What follows belongs to an exercise in optimizing a design on an open flow for small area; a production flow would make more cautious choices.
Function was checked by simulation only, so behaviour that the tests miss may differ from the original.
Power is estimated from default activity; no workload was simulated.

==> run E <==
// lagtester_video
module lagtester_video(
    input  wire        clock,
    input  wire        reset,
    input  wire [7:0]  config_data,
    input  wire [79:0] bcdcount,
    output wire [9:0]  tmds_red,
    output wire [9:0]  tmds_green,
    output wire [9:0]  tmds_blue,
    output wire        starttrigger
);
make LEC_CHECK=0 CAP_MARGIN=20 CORE_MARGIN=2 CORE_UTILIZATION=40 SLEW_MARGIN=20 SYNTH_MEMORY_MAX_BITS=16384 finish   # period 6.7 ns
run.sh (not shown) runs the stock make flow with config.mk's settings and CLKGATE_MAP_FILE= SYNTH_SCRIPT=/design/flow/synth_recipe.tcl, a recipe that flattens the netlist after the stock synthesis.
==> run Z (differences from run E) <==
--- a/flow/config.mk
+++ b/flow/config.mk
@@ -11,2 +11 @@
 export SLEW_MARGIN = 20
-export SYNTH_MEMORY_MAX_BITS = 16384
==> results by group <==
Outcome
  – Status: stopped before the end
  – Stopped at: synthesis
  – Stop err: ERROR: TCL interpreter returned an error: Source files actually used in the design:

Logic synthesis
  – Synth Warn #: 1
# the run above: run Z

==> results by group <==
STA
  – Setup Viol. Count Final: 1
  – Final setup margin: -1.70 ns

Outcome
  – Status: complete, but fails checks
  – Layout Check Fails: setup timing

Logic synthesis
  – Synth Warn #: 1
  – Post-synthesis adder-cell area fraction: 16.3%
# the run above: run E


---

==> run a: inputs <==
lagtester_video, a different RTL version from the one above (not shown whole).
// lagtester_video
module lagtester_video(
    input  wire        clock,
    input  wire        reset,
    input  wire [7:0]  config_data,
    input  wire [79:0] bcdcount,
    output wire [9:0]  tmds_red,
    output wire [9:0]  tmds_green,
    output wire [9:0]  tmds_blue,
    output wire        starttrigger
);
clock: 6.7 ns
lec_check: 0
abc_area: 1
cap_margin: 20
core_margin: 2
core_utilization: 40
slew_margin: 20
synth_memory_max_bits: 16384
==> run b: changes against run a <==
--- a/flow/design.v
+++ b/flow/design.v
@@ -618,29 +618,32 @@
                     if (fld == gf && ph == gd + 1)
                         dg[(gf*5+gd)*4 +: 4] <= bcdcount[gf*20 + gd*4 +: 4];
                     else if (gd == 0 && fld == gf && ph == 0 && finvalid)
                         dg[(gf*5+gd)*4 +: 4] <= 4'hf;
                 end
             end
         end
     endgenerate
-    reg [11:0] kx;
-    reg [5:0]  vsbp_pp;
+    reg [11:0] hsbp_p;
+    reg [5:0]  vsbp_p2;
     always @(*) begin
-        case (mode_pp)
-            I1080: begin kx = -12'd193; vsbp_pp = state ? 21 : 20; end
-            P720:  begin kx = -12'd261; vsbp_pp = 25; end
-            P480:  begin kx = -12'd123; vsbp_pp = 36; end
-            I480:  begin kx = -12'd239; vsbp_pp = state ? 19 : 18; end
-            default: begin kx = -12'd97; vsbp_pp = 41; end
+        case (mode_p)
+            I1080: begin hsbp_p = 192; vsbp_p2 = state ? 21 : 20; end
+            P720:  begin hsbp_p = 260; vsbp_p2 = 25; end
+            P480:  begin hsbp_p = 122; vsbp_p2 = 36; end
+            I480:  begin hsbp_p = 238; vsbp_p2 = state ? 19 : 18; end
+            default: begin hsbp_p = 96; vsbp_p2 = 41; end
         endcase
     end
-    wire [11:0] x = cx + kx;
-    wire [11:0] y = cy12 - vsbp_pp;
+    reg [11:0] x, y;
+    always @(posedge clock) begin
+        x <= cx - hsbp_p;
+        y <= cy12 - vsbp_p2;
+    end
     wire test_area = fields_on &&
         gem(mode, x, 60, 120, 80, 40, 80) && !gem(mode, x, 300, 600, 400, 200, 400) &&
         (!gem(mode, y, 90, 45, 60, 40, 20) ||
          (gem(mode, y, 495, 247, 330, 220, 110) && !gem(mode, y, 585, 292, 390, 260, 130)) ||
          (gem(mode, y, 990, 495, 660, 440, 220) && !gem(mode, y, 1080, 540, 720, 480, 240)));
     wire res_area = !gem(mode, y, 32, 16, 32, 16, 16) && gem(mode, x, 824, 1648, 1008, 584, 1168);
     wire yr0 = gem(mode, y, 120, 60, 60, 50, 25);
     wire yr1 = gem(mode, y, 184, 92, 124, 82, 41);
==> flow/flow/run.sh (new file) <==
#!/bin/bash
# Layout flow: the standard synthesis, its combinational logic re-mapped for
# area (flip-flops untouched), then the standard layout steps, with 1x port
# buffers. Each tool's output goes to a log of its own in this folder.
set -euo pipefail
W=$(pwd)
F=$W/flow
R=$W/orfs/results/${FLOW_PLATFORM}/lagtester_video/base
YOSYS=$(command -v yosys || echo "$FLOW_HOME/../tools/install/yosys/bin/yosys")

# 1. standard synthesis
bash standard.sh synth > "$W/step1_synth.log" 2>&1

# 2. re-map the combinational logic
cp "$R/1_2_yosys.v" "$W/std_synth.v"
REMAP_LIB="$FLOW_HOME/platforms/${FLOW_PLATFORM}/lib/sky130_fd_sc_hd__tt_025C_1v80.lib" \
REMAP_DONT_USE="$F/dont_use.txt" REMAP_SCRIPT="$F/remap.abc" \
REMAP_IN="$W/std_synth.v" REMAP_OUT="$W/remap.v" REMAP_REPORT="$W/remap_stat.txt" \
  "$YOSYS" -c "$F/remap.tcl" > "$W/step2_remap.log" 2>&1
"$YOSYS" -p "read_liberty -lib $FLOW_HOME/platforms/${FLOW_PLATFORM}/lib/sky130_fd_sc_hd__tt_025C_1v80.lib; read_verilog $W/remap.v; hierarchy -check -top ${FLOW_TOP}; check -assert -mapped" > "$W/step2_check.log" 2>&1
cp "$W/remap.v" "$R/1_2_yosys.v"
rm -f "$R/1_synth.odb" "$R/1_synth.sdc"

# 3. the standard layout from the re-mapped netlist; ports get 1x buffers
BUFFER_PORTS_ARGS="-buffer_cell sky130_fd_sc_hd__buf_1" bash standard.sh finish > "$W/step3_layout.log" 2>&1
test -f "$W/out/final.def"
==> flow/flow/dont_use.txt (new file) <==
sky130_fd_sc_hd__lpflow_bleeder_1
sky130_fd_sc_hd__lpflow_clkbufkapwr_1
sky130_fd_sc_hd__lpflow_clkbufkapwr_16
sky130_fd_sc_hd__lpflow_clkbufkapwr_2
sky130_fd_sc_hd__lpflow_clkbufkapwr_4
sky130_fd_sc_hd__lpflow_clkbufkapwr_8
sky130_fd_sc_hd__lpflow_clkinvkapwr_1
sky130_fd_sc_hd__lpflow_clkinvkapwr_16
sky130_fd_sc_hd__lpflow_clkinvkapwr_2
sky130_fd_sc_hd__lpflow_clkinvkapwr_4
sky130_fd_sc_hd__lpflow_clkinvkapwr_8
sky130_fd_sc_hd__lpflow_decapkapwr_12
sky130_fd_sc_hd__lpflow_decapkapwr_3
sky130_fd_sc_hd__lpflow_decapkapwr_4
sky130_fd_sc_hd__lpflow_decapkapwr_6
sky130_fd_sc_hd__lpflow_decapkapwr_8
sky130_fd_sc_hd__lpflow_inputiso0n_1
sky130_fd_sc_hd__lpflow_inputiso0p_1
sky130_fd_sc_hd__lpflow_inputiso1n_1
sky130_fd_sc_hd__lpflow_inputiso1p_1
sky130_fd_sc_hd__lpflow_inputisolatch_1
sky130_fd_sc_hd__lpflow_isobufsrc_1
sky130_fd_sc_hd__lpflow_isobufsrc_16
sky130_fd_sc_hd__lpflow_isobufsrc_2
sky130_fd_sc_hd__lpflow_isobufsrc_4
sky130_fd_sc_hd__lpflow_isobufsrc_8
sky130_fd_sc_hd__lpflow_isobufsrckapwr_16
sky130_fd_sc_hd__lpflow_lsbuf_lh_hl_isowell_tap_1
sky130_fd_sc_hd__lpflow_lsbuf_lh_hl_isowell_tap_2
sky130_fd_sc_hd__lpflow_lsbuf_lh_hl_isowell_tap_4
sky130_fd_sc_hd__lpflow_lsbuf_lh_isowell_4
sky130_fd_sc_hd__lpflow_lsbuf_lh_isowell_tap_1
sky130_fd_sc_hd__lpflow_lsbuf_lh_isowell_tap_2
sky130_fd_sc_hd__lpflow_lsbuf_lh_isowell_tap_4
sky130_fd_sc_hd__probe_p_8
sky130_fd_sc_hd__probec_p_8
==> flow/flow/remap.abc (new file) <==
strash
&get -n
&deepsyn -T 60
&put
dch -f
amap
==> flow/flow/remap.tcl (new file) <==
# Re-maps the combinational logic of the standard synthesis netlist for area.
# Every flip-flop instance of the netlist is kept as it is (same name, same
# cell), so the registers stay those of the standard synthesis.
yosys -import
set lib $::env(REMAP_LIB)
set top $::env(FLOW_TOP)
set dont_use {}
foreach c [split [string trim [read [open $::env(REMAP_DONT_USE)]]] "\n"] {
  lappend dont_use -dont_use $c
}
read_liberty -wb -ignore_miss_func $lib
read_verilog -sv $::env(REMAP_IN)
hierarchy -top $top
# keep the flip-flops (and any other sequential cell) as cell instances
blackbox =sky130_fd_sc_hd__*df* =sky130_fd_sc_hd__*dl* =sky130_fd_sc_hd__*sdf*
flatten -wb
opt_clean
tee -o $::env(REMAP_REPORT).before stat -liberty $lib
abc -script $::env(REMAP_SCRIPT) -liberty $lib {*}$dont_use
opt_clean -purge
hilomap -singleton -hicell sky130_fd_sc_hd__conb_1 HI -locell sky130_fd_sc_hd__conb_1 LO
insbuf -buf sky130_fd_sc_hd__buf_1 A X
opt_clean -purge
tee -o $::env(REMAP_REPORT) stat -liberty $lib
select $top
write_verilog -noattr -nohex -nodec -selected $::env(REMAP_OUT)
==> flow/standard.sh (new file) <==
#!/bin/bash
# synth_recipe.tcl (not shown) runs the flow's synth.tcl, then flattens the netlist and writes it again
# the make line also repeats each setting of config.mk as NAME=value (left out here)
make -C /OpenROAD-flow-scripts/flow DESIGN_CONFIG=/design/flow/config.mk WORK_HOME=/design/flow/orfs CLKGATE_MAP_FILE= SYNTH_SCRIPT=/design/flow/synth_recipe.tcl "${@:-finish}"
==> flow/config.mk (replaced) <==
export PLATFORM = sky130hd
export DESIGN_NAME = lagtester_video
export DESIGN_NICKNAME = lagtester_video
export VERILOG_FILES = /design/flow/design.v
export SDC_FILE = /design/flow/constraint.sdc
export NUM_CORES = 4
export LEC_CHECK = 0
export ABC_AREA = 1
export CAP_MARGIN = 0
export CORE_MARGIN = 2
export CORE_UTILIZATION = 40
export GPL_TIMING_DRIVEN = 0
export SLEW_MARGIN = 0
export SYNTH_MEMORY_MAX_BITS = 16384
removed: flow/run.sh
==> summary of the runs <==
Run a passed the timing, DRC and antenna checks. Run b ran to the end with no violations.
Wire length: run a is higher than run b (about 24%).
Of run a and run b, run b has the higher first-iteration DRC count (gap 15%, measured against run b).
In run b the maximum frequency is lower than in run a, by about 4%.
Of run a and run b, run b has the higher sequential power (gap about 10%, measured against run b).
Of run a and run b, run b has the higher worst hold slack (gap 0.0018 ns).
In run b the critical path depth is lower than in run a, by 19.
In run b the register-to-register slack is worse than in run a, by 0.26 ns.
==> figures <==
| item | run a | run b |
|---|---|---|
| Run status | timing/DRC/antenna clean | timing/DRC/antenna clean |
| Worst hold endpoint | vs2 | de2 |
| Leakage power figure | 7.95 nW | 4.41 nW |
| Met3 usage in global routing | 3.85% | 4.54% |
| Met2 GRT Util | 44.7% | 47.9% |
| Starting Density | 40.4% | 40.6% |
| Post-Syn Area | 15600 µm² | 12000 µm² |
| Minimum setup slack among reg-to-reg paths | 0.55 ns | 0.29 ns |
| Met1 global-route usage | 36.6% | 37.4% |
| Actual slew at the worst max-slew pin | 0.934 ns | 1.08 ns |
| Sequential power | 1.22 mW | 1.40 mW |
| Layout fillers | 4106 | 3104 |
| R2r worst-path depth | 47 | 28 |
| Maximum frequency from static timing analysis | 0.162 GHz | 0.156 GHz |
| Timing endpoint of the critical path | sa_valid | pix4 |
| Per-cell routed wire length | 18.1 µm | 20.5 µm |

==> re-timing with driven ports <==
No port has a modelled driver above. Below, the same layouts with a new extraction and two added sets of constraints.
Step 1: set_driving_cell puts a clkbuf_16 on clock and a buf_2 on each other input, an assumption about the parent block.
Step 2 moves the port delays by t, midway between the first and last clock arrival at a register: inputs arrive t later, outputs are due t later. That takes back most of the time a late clock gives input paths.
Slacks: ideal ports / drivers / drivers and shift; pairs: ideal ports / drivers.
| run | t (ns) | setup slack, ns | clock arrival spread, ns | slew at the worst register clock pin (ns) | worst slew at a driven data input, ns |
|---|---|---|---|---|---|
| run E | 0.528 | -1.701 / -1.701 / -1.701 | 0.015 / 0.015 | 0.08 / 0.08 | 0.05 |
| run a | 0.530 | 0.546 / 0.546 / 0.546 | 0.042 / 0.042 | 0.08 / 0.08 | 0.04 |
| run b | 0.501 | 0.289 / 0.289 / 0.289 | 0.021 / 0.020 | 0.08 / 0.08 | 0.04 |
